This design comes from an exercise in tuning for a short achievable clock period and few clock cycles on the open sky130 flow, not from production work.

==> inputs of 02-16 <==
==> flow/design.v <==
`timescale 1ns / 1ps
module TinyMIPS(clk, rst, data_fromRAM, wrEn, addr_toRAM, data_toRAM);
	input clk, rst;
	output reg wrEn;
	input [15:0] data_fromRAM;
	output reg [15:0] data_toRAM;
	output reg [7:0] addr_toRAM;
	reg [2:0] st, stN;
	reg [7:0] PC, PCN;
	reg [15:0] IW, IWN;
	reg [15:0] T1, T1N, T2, T2N;
	reg [15:0] RF [7:0];
	reg        rfWe;
	reg [2:0]  rfAddr;
	reg [15:0] rfData;
	always @(posedge clk) begin
		st <= stN;
		PC <= PCN;
		IW <= IWN;
		T1 <= T1N;
		T2 <= T2N;
		if (rfWe)
			RF[rfAddr] <= rfData;
	end
	always @ * begin
		wrEn = 1'b0;
		PCN = PC;
		IWN = IW;
		stN = 3'd0;
		addr_toRAM = PC;
		data_toRAM = 16'd0;
		T1N = T1;
		T2N = T2;
		rfWe = 1'b0;
		rfAddr = IW[11:9];
		rfData = 16'd0;
		if (rst) begin
			stN = 3'd0;
			PCN = 8'd0;
		end
		else begin
			case (st)
				3'd0: begin  
					addr_toRAM = PC;
					stN = 3'd1;
				end
				3'd1: begin  
					IWN = data_fromRAM;
					if(data_fromRAM[15:12] == 4'b0000) begin  
						T1N = RF[data_fromRAM[8:6]];
						stN = 3'd2;
					end
					else if(data_fromRAM[15:12] == 4'b0001) begin  
						T1N = RF[data_fromRAM[8:6]];
						stN = 3'd2;
					end
					else if(data_fromRAM[15:12] == 4'b0111) begin  
						rfWe = 1'b1;
						rfAddr = data_fromRAM[11:9];
						rfData = {7'd0,data_fromRAM[8:0]};
						PCN = PC + 8'd1;
						stN = 3'd0;
					end
					else if(data_fromRAM[15:12] == 4'b1001) begin  
						T1N = RF[data_fromRAM[11:9]];
						stN = 3'd2;
					end
					else if(data_fromRAM[15:12] == 4'b0010) begin  
						T1N = RF[data_fromRAM[8:6]];
						stN = 3'd2;
					end
					else if(data_fromRAM[15:12] == 4'b0011) begin  
						T1N = RF[data_fromRAM[8:6]];
						stN = 3'd2;
					end
					else if (data_fromRAM[15:12] == 4'b0100) begin  
						T1N = RF[data_fromRAM[8:6]];
						stN = 3'd2;
					end
					else if (data_fromRAM[15:12] == 4'b0101) begin  
						T1N = RF[data_fromRAM[8:6]];
						stN = 3'd2;
					end
					else if (data_fromRAM[15:12] == 4'b0110) begin  
						T1N = RF[data_fromRAM[8:6]];
						stN = 3'd2;
					end
					else if (data_fromRAM[15:12] == 4'b1000) begin  
						T1N = RF[data_fromRAM[11:9]];
						stN = 3'd2;
					end
					else if (data_fromRAM[15:12] == 4'b1010) begin  
						T1N = RF[data_fromRAM[11:9]];
						stN = 3'd2;
					end
					else begin  
						PCN = PC + 8'd1;
						stN = 3'd0;
					end
				end
				3'd2: begin  
					if (IW[15:12]==4'b0000) begin  
						T2N = RF[IW[5:3]];
						stN = 3'd3;
					end
					else if (IW[15:12]==4'b0001) begin  
						rfWe = 1'b1;
						rfData = T1 + {{10{IW[5]}}, IW[5:0]};
						PCN = PC + 8'd1;
						stN = 3'd0;
					end
					else if(IW[15:12] == 4'b1001) begin  
						T2N = RF[IW[8:6]];
						stN = 3'd3;
					end
					else if (IW[15:12] == 4'b0010) begin  
						T2N = RF[IW[5:3]];
						stN = 3'd3;
					end
					else if (IW[15:12] == 4'b0011) begin  
						T2N = RF[IW[5:3]];
						stN = 3'd3;
					end
					else if (IW[15:12] == 4'b0100) begin  
						T2N = T1 + IW[5:0];
						stN = 3'd3;
					end
					else if (IW[15:12] == 4'b0101) begin  
						T2N = T1 + IW[5:0];
						stN = 3'd3;
					end
					else if (IW[15:12] == 4'b0110) begin  
						rfWe = 1'b1;
						rfData = T1;
						PCN = PC + 8'd1;
						stN = 3'd0;
					end
					else if (IW[15:12] == 4'b1000) begin  
						T2N = RF[IW[8:6]];
						stN = 3'd3;
					end
					else if (IW[15:12] == 4'b1010) begin  
						T2N = RF[IW[8:6]];
						stN = 3'd3;
					end
				end
				3'd3: begin  
					if (IW[15:12]==4'b0000) begin  
						rfWe = 1'b1;
						rfData = T1 + T2;
						PCN = PC + 8'd1;
						stN = 3'd0;
					end
					else if (IW[15:12]==4'b1001) begin  
						PCN = (T1 < T2) ? (PC + {{2{IW[5]}}, IW[5:0]}) : (PC + 8'd1);
						stN = 3'd0;
					end
					else if(IW[15:12] == 4'b0010) begin  
						rfWe = 1'b1;
						rfData = T1 * T2;
						PCN = PC + 8'd1;
						stN = 3'd0;
					end
					else if(IW[15:12] == 4'b0011) begin  
						rfWe = 1'b1;
						rfData = ( T2 < 32 ) ? (T1 >> T2) : (T1 << (T2-32));
						PCN = PC + 8'd1;
						stN = 3'd0;
					end
					else if(IW[15:12] == 4'b0100) begin  
						addr_toRAM = T2[7:0];
						stN = 3'd4;
					end
					else if(IW[15:12] == 4'b0101) begin  
						wrEn = 1'b1;
						data_toRAM = RF[IW[11:9]];
						addr_toRAM = T2[7:0];
						PCN = PC + 8'd1;
						stN = 3'd0;
					end
					else if(IW[15:12] == 4'b1000) begin  
						PCN = (T1 == T2) ? (PC + {{2{IW[5]}}, IW[5:0]}): (PC + 8'd1);
						stN = 3'd0;
					end
					else if(IW[15:12] == 4'b1010) begin  
						PCN = (T1 > T2) ? (PC + {{2{IW[5]}}, IW[5:0]}): (PC + 8'd1);
						stN = 3'd0;
					end
				end
				3'd4: begin  
					rfWe = 1'b1;
					rfData = data_fromRAM;
					PCN = PC + 8'd1;
					stN = 3'd0;
				end
				default: stN = 3'd0;
			endcase
		end
	end
endmodule
==> flow/run.sh <==
#!/bin/bash
# synth_recipe.tcl (not shown) runs the flow's synth.tcl, then flattens the netlist and writes it again
# the make line also repeats each setting of config.mk as NAME=value (left out here)
make -C /OpenROAD-flow-scripts/flow DESIGN_CONFIG=/design/flow/config.mk WORK_HOME=/design/flow/orfs CLKGATE_MAP_FILE= SYNTH_SCRIPT=/design/flow/synth_recipe.tcl finish
==> flow/config.mk <==
export PLATFORM = sky130hd
export DESIGN_NAME = TinyMIPS
export DESIGN_NICKNAME = TinyMIPS
export VERILOG_FILES = /design/flow/design.v
export SDC_FILE = /design/flow/constraint.sdc
export NUM_CORES = 4
export LEC_CHECK = 0
export CAP_MARGIN = 20
export CORE_MARGIN = 2
export CORE_UTILIZATION = 40
export SLEW_MARGIN = 20
==> flow/constraint.sdc <==
create_clock -name core_clock -period 7.0 [get_ports {clk}]
set_input_delay 1.4000 -clock core_clock [delete_from_list [all_inputs] [get_ports {clk}]]
set_output_delay 1.4000 -clock core_clock [all_outputs]
set_load 0.01 [all_outputs]
==> 09-09 (differences from 02-16) <==
==> flow/design.v, changed modules only <==
module TinyMIPS(clk, rst, data_fromRAM, wrEn, addr_toRAM, data_toRAM);
	input clk, rst;
	output reg wrEn;
	input [15:0] data_fromRAM;
	output reg [15:0] data_toRAM;
	output reg [7:0] addr_toRAM;
	reg [15:0] RF [7:0];
	reg [7:0] fpc;           
	reg       fv;            
	reg [7:0] fa;            
	reg       dv;            
	reg [15:0] dir;
	reg [7:0] dpc;
	reg       ev, eph;
	reg       e_wr, e_mul, e_ld, e_st, e_sh, e_beq, e_blt, e_bgt;
	reg [2:0] ed;
	reg [15:0] eA, eB, eC;
	reg [7:0] e_tgt, e_tgt1;
	wire [15:0] sum = eB + eC;
	wire sh_zero = (|eC[15:6]) | eC[4];
	wire [15:0] sh = sh_zero ? 16'd0 : (eC[5] ? (eB << eC[3:0]) : (eB >> eC[3:0]));
	wire lt = eA < eB;
	wire eq = eA == eB;
	wire gt = eB < eA;
	wire taken = ev & ((e_beq & eq) | (e_blt & lt) | (e_bgt & gt));
	wire e_ph0 = ev & ~eph & (e_mul | e_ld);
	wire e_fin = ~e_ph0;
	wire port_busy = ev & ((e_ld & ~eph) | e_st);
	wire e_wnow = ev & e_wr & e_fin;
	wire [15:0] e_res = e_sh ? sh : ((e_ld & eph) ? data_fromRAM : sum);
	wire [7:0] maddr = sum[7:0];
	reg [15:0] ms, mc;
	integer i;
	reg [15:0] r0, r1, r2, t0, t1;
	always @* begin
		r0 = eC[0] ? eB : 16'd0;
		r1 = eC[1] ? (eB << 1) : 16'd0;
		ms = 16'd0; mc = 16'd0;
		ms = r0 ^ r1;
		mc = (r0 & r1) << 1;
		for (i = 2; i < 16; i = i + 1) begin
			r2 = eC[i] ? (eB << i) : 16'd0;
			t0 = ms ^ mc ^ r2;
			t1 = ((ms & mc) | (ms & r2) | (mc & r2)) << 1;
			ms = t0; mc = t1;
		end
	end
	wire d_has = dv | fv;
	wire [15:0] di = dv ? dir : data_fromRAM;
	wire [7:0] dp = dv ? dpc : fa;
	wire [3:0] op = di[15:12];
	wire [2:0] sA = di[11:9], sB = di[8:6], sC = di[5:3];
	wire [15:0] rA = (e_wnow && ed == sA) ? e_res : RF[sA];
	wire [15:0] rB = (e_wnow && ed == sB) ? e_res : RF[sB];
	wire [15:0] rC = (e_wnow && ed == sC) ? e_res : RF[sC];
	wire st_kill = ev & e_st & d_has & (maddr == dp);
	wire squash = taken | st_kill;
	wire d_adv = d_has & e_fin & ~squash;
	wire fetch = ~port_busy & (~d_has | e_fin);
	wire [7:0] tgt = dp + {{2{di[5]}}, di[5:0]};
	always @* begin
		wrEn = ev & e_st;
		data_toRAM = eA;
		addr_toRAM = port_busy ? maddr : (taken ? e_tgt : fpc);
	end
	always @(posedge clk) begin
		if (e_wnow)
			RF[ed] <= e_res;
		if (rst) begin
			fpc <= 8'd0;
			fv <= 1'b0;
			dv <= 1'b0;
			ev <= 1'b0;
		end
		else begin
			fv <= fetch;
			fa <= taken ? e_tgt : fpc;
			if (st_kill)
				fpc <= dp;
			else if (fetch)
				fpc <= taken ? e_tgt1 : fpc + 8'd1;
			dv <= d_has & ~e_fin;
			if (d_has & ~e_fin) begin
				dir <= di;
				dpc <= dp;
			end
			if (d_adv) begin
				ev <= 1'b1;
				eph <= 1'b0;
				ed <= sA;
				e_wr <= (op <= 4'd4) | (op == 4'd6) | (op == 4'd7);
				e_mul <= op == 4'd2;
				e_ld <= op == 4'd4;
				e_st <= op == 4'd5;
				e_sh <= op == 4'd3;
				e_beq <= op == 4'd8;
				e_blt <= op == 4'd9;
				e_bgt <= op == 4'd10;
				eA <= rA;
				eB <= (op == 4'd7) ? {7'd0, di[8:0]} : rB;
				eC <= (op == 4'd0 || op == 4'd2 || op == 4'd3) ? rC :
				      (op == 4'd1) ? {{10{di[5]}}, di[5:0]} :
				      (op == 4'd4 || op == 4'd5) ? {10'd0, di[5:0]} : 16'd0;
				e_tgt <= tgt;
				e_tgt1 <= tgt + 8'd1;
			end
			else if (e_fin)
				ev <= 1'b0;
			else begin
				eph <= 1'b1;
				if (e_mul) begin
					eB <= ms;
					eC <= mc;
				end
			end
		end
	end
endmodule
==> notes.md <==
In 09-09 the synthesized area is lower than in 02-16, by about 2.7%.
In 09-09 the first-iteration DRC count is larger than in 02-16, by about 8%.
09-09 finished but fails on negative setup slack. 02-16 went through all stages and came out clean.
Between 02-16 and 09-09, the lower final cell count is in 02-16 (gap 8.5%, measured against 09-09).
Between 02-16 and 09-09, the lower core utilization is in 02-16 (gap 1.4 points).
Against 02-16, the register-to-register slack of 09-09 is worse by 1.9 ns.
Of 02-16 and 09-09, 09-09 has the higher clock-buffer cell count (gap 19).
Against 02-16, the design area of 09-09 is larger by 0.52%.
Between 02-16 and 09-09, the lower worst setup slack is in 09-09 (gap 1.9 ns).
Between 02-16 and 09-09, the lower sequential cell count is in 02-16 (gap 51).
No functional check of the RTL was part of any run of this note.

[what the ideal ports hide]
In the flow no input, the clock included, has a driving cell. The finished layouts below were timed again as built, in two steps. Step 1, drivers: a clkbuf_16 drives clk and a buf_2 each remaining input, both assumed. Step 2 adds t to the input delays and takes it off the output delays; t is the mean of the earliest and latest rising clock arrival at the registers after step 1. Input paths then give back, and output paths get back, about the clock's delay inside the block. Three values: ideal, step 1, step 2; two values: the first two.
run | shift t [ns] | setup slack, ns | worst hold slack (ns) | worst setup path after step 2 | latest minus earliest clock arrival (ns)
02-16 | 0.514 | 0.528 / 0.528 / 0.528 | 0.478 / 0.478 / 0.478 | register to register | 0.018 / 0.019
09-09 | 0.658 | -1.354 / -1.354 / -1.354 | 0.555 / 0.555 / 0.555 | register to register | 0.048 / 0.048
